From an optimization exercise on the open Yosys and OpenROAD flow, aimed at small area, a short achievable clock period and few clock cycles; shortcuts taken in it are not production practice.
The RTL was checked by simulation tests, not by an equivalence proof against the original design.
The clock port is modelled as an ideal driver; clocking choices that lean on that would not hold on a real chip.
Power is estimated from default activity; no workload was simulated.

## run 1
==> flow/design.v (excerpt) <==
module Top(
    input clk,
    input rst,
    output [8:0] imem_addr,
    input  [8:0] imem_data,
    output [17:0] dmem_addr,
    input  [8:0]  dmem_rdata,
    output        dmem_we,
    output [8:0]  dmem_wdata,
    output        done
);
Size in the first run: about 1200 cells after synthesis, roughly 220 flip-flops, ~58 I/O pins.
export LEC_CHECK = 0
export CAP_MARGIN = 0
export CORE_MARGIN = 2
export CORE_UTILIZATION = 40
export SLEW_MARGIN = 0
create_clock -name core_clock -period 74.0 [get_ports {clk}]
standard.sh (not shown) runs the stock make flow with config.mk's settings and CLKGATE_MAP_FILE= SYNTH_SCRIPT=/design/flow/synth_recipe.tcl, a recipe that flattens the netlist after the stock synthesis.
==> flow/flow/run.sh <==
#!/bin/bash
# The standard layout (standard.sh) with these changes:
#  - synthesis: flow/synth.tcl, the standard synthesis script with ABC mapping
#    the combinational logic for area (flow/abc_area.script); adders are left
#    to ABC (no full/half adder cell mapping, no Kogge-Stone carry trees),
#  - the port buffers are buf_2 cells,
#  - after CTS, flow/outputs.tcl makes the registers that drive output ports
#    faster (larger drive strength, or internal loads moved behind a buffer),
#  - optional clock tree settings from flow/cts.env.
# The make output goes to flow.log; ORFS keeps each step's log in orfs/logs.
set -euo pipefail
here=$(pwd)
export MY_ABC_SCRIPT="$here/flow/abc_area.script"
export ADDER_MAP_FILE=
export SYNTH_OPERATIONS_ARGS="-nofsm"
export BUFFER_PORTS_ARGS="-buffer_cell sky130_fd_sc_hd__buf_2"
export POST_CTS_TCL="$here/flow/outputs.tcl"
if [[ -f flow/cts.env ]]; then source flow/cts.env; fi
sed "s#SYNTH_SCRIPT=[^ ]*#SYNTH_SCRIPT=$here/flow/synth.tcl#" standard.sh > own.sh
bash own.sh > flow.log 2>&1
Other scripts of this flow, unchanged in this note and not shown: flow/flow/abc_area.script, flow/flow/cts.env, flow/flow/outputs.tcl, flow/flow/synth.tcl
Testbench counts of run 1, summed over its fixed seeds: cycles 153,929.
## Diff of input files: run 2 against run 1
diff --git a/flow/config.mk b/flow/config.mk
--- a/flow/config.mk
+++ b/flow/config.mk
@@ -9,3 +9,3 @@
 export CORE_MARGIN = 2
-export CORE_UTILIZATION = 40
+export CORE_UTILIZATION = 55
 export SLEW_MARGIN = 0
[summary]
Area of all placed cells without fillers went down slightly going from run 1 to run 2. Diff run 1 and run 2: power higher in run 1. Per the comparison of run 2 with run 1, depth of the worst register-to-register path shows an increase of 8; aggregate global-route resource usage saw an increase; overall via count from detail_route now sits higher. On share of the clock period used by the worst path, run 2 tracks run 1 almost exactly. Every stage of the flow completed for run 1, and the final layout passed the timing, design-rule and antenna checks. Every stage of the flow completed for run 2, and the final layout passed the timing, design-rule and antenna checks.
Input-level comparison between run 3 and run 2:
diff --git a/flow/config.mk b/flow/config.mk
--- a/flow/config.mk
+++ b/flow/config.mk
@@ -9,3 +9,3 @@
 export CORE_MARGIN = 2
-export CORE_UTILIZATION = 55
+export CORE_UTILIZATION = 70
 export SLEW_MARGIN = 0
Notes after the runs:
Taking run 2 as the reference, in run 3 number of global-route vias before repair higher, final cell count without fillers lower. Run 2 vs run 3, last element of the critical path: dmem_wdata[1] vs dmem_wdata[6]. On final design instance area without fill: between run 2 and run 3, it ends up lower for run 3.

========
## run A
Top, a different RTL version from the one above (not shown whole).
Size in the first run: ~1200 cells after synthesis, ~0.011 sq mm of cells after synthesis.
Settings: LEC_CHECK=0, CAP_MARGIN=0, CORE_MARGIN=2, CORE_UTILIZATION=55, SLEW_MARGIN=0; clock period 74.0 ns.
==> flow/flow/outputs.tcl <==
# Registers that drive output ports: connect each port's output buffer
# directly to its register (past any buffers the resizer put in between),
# then upsize the register where the cell has a larger drive strength, or
# else move its other loads behind one buffer so that the register only
# drives its output buffer and that buffer.
set block [ord::get_db_block]
set n_sized 0
set n_buf 0
set n_moved 0
proc driver_of {net} {
  foreach it [$net getITerms] {
    if {[$it isOutputSignal]} { return $it }
  }
  return ""
}
foreach bterm [$block getBTerms] {
  if {[$bterm getIoType] != "OUTPUT"} { continue }
  set pnet [$bterm getNet]
  set od [driver_of $pnet]
  if {$od == ""} { continue }
  set obuf [$od getInst]
  set in_it [$obuf findITerm A]
  set net [$in_it getNet]
  # walk back through plain buffers to the register
  set d [driver_of $net]
  while {$d != "" && [string match "sky130_fd_sc_hd__buf_*" [[[$d getInst] getMaster] getName]]} {
    set net [[[$d getInst] findITerm A] getNet]
    set d [driver_of $net]
  }
  if {$d == ""} { continue }
  set drv [$d getInst]
  set m [[$drv getMaster] getName]
  if {![string match "*df*" $m]} { continue }
  if {[$in_it getNet] != $net} {
    $in_it disconnect
    $in_it connect $net
    incr n_moved
  }
  if {$m == "sky130_fd_sc_hd__dfxtp_1" || $m == "sky130_fd_sc_hd__dfxtp_2"} {
    replace_cell [$drv getName] sky130_fd_sc_hd__dfxtp_4
    incr n_sized
    continue
  }
  set loads {}
  foreach it [$net getITerms] {
    if {[$it isInputSignal] && [$it getInst] != $obuf} {
      lappend loads [get_pins "[[$it getInst] getName]/[[$it getMTerm] getName]"]
    }
  }
  if {[llength $loads] >= 2} {
    insert_buffer -buffer_cell sky130_fd_sc_hd__buf_2 -net [get_nets [$net getName]] -load_pins $loads
    incr n_buf
  }
}
puts "outputs.tcl: $n_moved output buffers moved to their register, $n_sized registers upsized, $n_buf buffers inserted"
detailed_placement
check_placement -verbose
Scripts as last shown in full above: flow/flow/run.sh
Other scripts of this flow, unchanged in this note and not shown: flow/flow/abc_area.script, flow/flow/cts.env, flow/flow/synth.tcl
Run A went all the way through synthesis, placement and routing and the layout is clean on timing, DRC and antenna.
Testbench counts of run A, summed over its fixed seeds: cycles 154,873.
Relative to run A, the following input files were edited for run B:
-- flow/config.mk --
<<< run A, line 7
export LEC_CHECK = 0
export CAP_MARGIN = 0
export CORE_MARGIN = 2
export CORE_UTILIZATION = 55
export SLEW_MARGIN = 0
>>> run B, line 7
export LEC_CHECK = 0
export CAP_MARGIN = 20
export CORE_MARGIN = 2
export CORE_UTILIZATION = 40
export SLEW_MARGIN = 20
Results
On multi-input gate area in the final layout, run A and run B are basically level.
When the final numbers for run A and run B were put side by side, the core utilization turned out to be smaller in run B.
Relative to run A, met3 global-route usage has decreased by 2.3 points in run B.
Summary: with run A as the reference, routed wire length in run B moved up by a few percent.
Note that the row count recorded for run A amounts to 0.850 times the value seen in run B.
Changes observed in run B relative to run A: total length of routed met3 wires has decreased; leakage power of the design has increased.
Compared with run A, run B shows a lower sequential group share of total power.
Going from run A to run B, the die area was enlarged.
Min placed cell area across run A and run B: run A
Reported for run A and run B, max capacitance violation total turned out identical to the last digit.
#### Input delta (run C over run B)
-- flow/flow/outputs.tcl --
<<< run B, line 2
# directly to its register (past any buffers the resizer put in between),
# then upsize the register where the cell has a larger drive strength, or
# else move its other loads behind one buffer so that the register only
# drives its output buffer and that buffer.
set block [ord::get_db_block]
>>> run C, line 2
# directly to its register (past any buffers the resizer put in between),
# then upsize the register where the cell has a larger drive strength, and
# move its other loads (if there are several) behind one buffer so that the
# register only drives its output buffer and that buffer.
set block [ord::get_db_block]
<<< run B, line 38
  }
  if {$m == "sky130_fd_sc_hd__dfxtp_1" || $m == "sky130_fd_sc_hd__dfxtp_2"} {
>>> run C, line 38
  }
  set min_loads 2
  if {$m == "sky130_fd_sc_hd__dfxtp_1" || $m == "sky130_fd_sc_hd__dfxtp_2"} {
<<< run B, line 41
    incr n_sized
    continue
  }
>>> run C, line 42
    incr n_sized
    set min_loads 4
  }
<<< run B, line 49
  }
  if {[llength $loads] >= 2} {
    insert_buffer -buffer_cell sky130_fd_sc_hd__buf_2 -net [get_nets [$net getName]] -load_pins $loads
>>> run C, line 50
  }
  if {[llength $loads] >= $min_loads} {
    insert_buffer -buffer_cell sky130_fd_sc_hd__buf_2 -net [get_nets [$net getName]] -load_pins $loads
-- flow/config.mk --
<<< run B, line 9
export CORE_MARGIN = 2
export CORE_UTILIZATION = 40
export SLEW_MARGIN = 20
>>> run C, line 9
export CORE_MARGIN = 2
export CORE_UTILIZATION = 55
export SLEW_MARGIN = 20
Run C has die span in x below what run B had.
For power per cell area, run B and run C come out practically identical.
[diff] worst setup slack, run C relative to run B: improvement
Sort run B and run C by first-pass GRT wire length, descending, and run B comes first.
From run B to run C the numbers moved as follows: design area shrank by 94 sq um; routed wire length now sits lower.
Placed standard-cell area (run C vs. run B) decreases slightly

static timing again, ports no longer ideal:
No port has a modelled driver above. Below, the same layouts with a new extraction and two added sets of constraints. Step 1 assumes that a clkbuf_16 drives the clock port and a buf_2 every other input. Step 2, shift: input delay + t, output delay - t, t = (earliest + latest rising clock arrival at the registers) / 2. This alone moves slack from input paths to output paths. Three values: ideal, step 1, step 2; two values: the first two.
run | t (ns) | slack for setup (ns) | latest minus earliest clock arrival (ns) | worst register clock-pin slew, ns | pins driven straight from the clock port
run 1 | 0.524 | 58.152 / 58.102 / 58.475 | 0.031 / 0.031 | 0.11 / 0.11 | 1
run 2 | 0.518 | 58.208 / 58.160 / 58.468 | 0.019 / 0.018 | 0.10 / 0.10 | 1
run 3 | 0.512 | 58.188 / 58.142 / 58.398 | 0.052 / 0.052 | 0.10 / 0.10 | 1
run A | 0.522 | 58.085 / 58.036 / 58.409 | 0.043 / 0.044 | 0.10 / 0.10 | 1
run B | 0.522 | 58.096 / 58.052 / 58.323 | 0.044 / 0.043 | 0.11 / 0.11 | 1
run C | 0.520 | 58.190 / 58.140 / 58.407 | 0.035 / 0.035 | 0.10 / 0.10 | 1
After both steps every run listed still meets setup and hold.
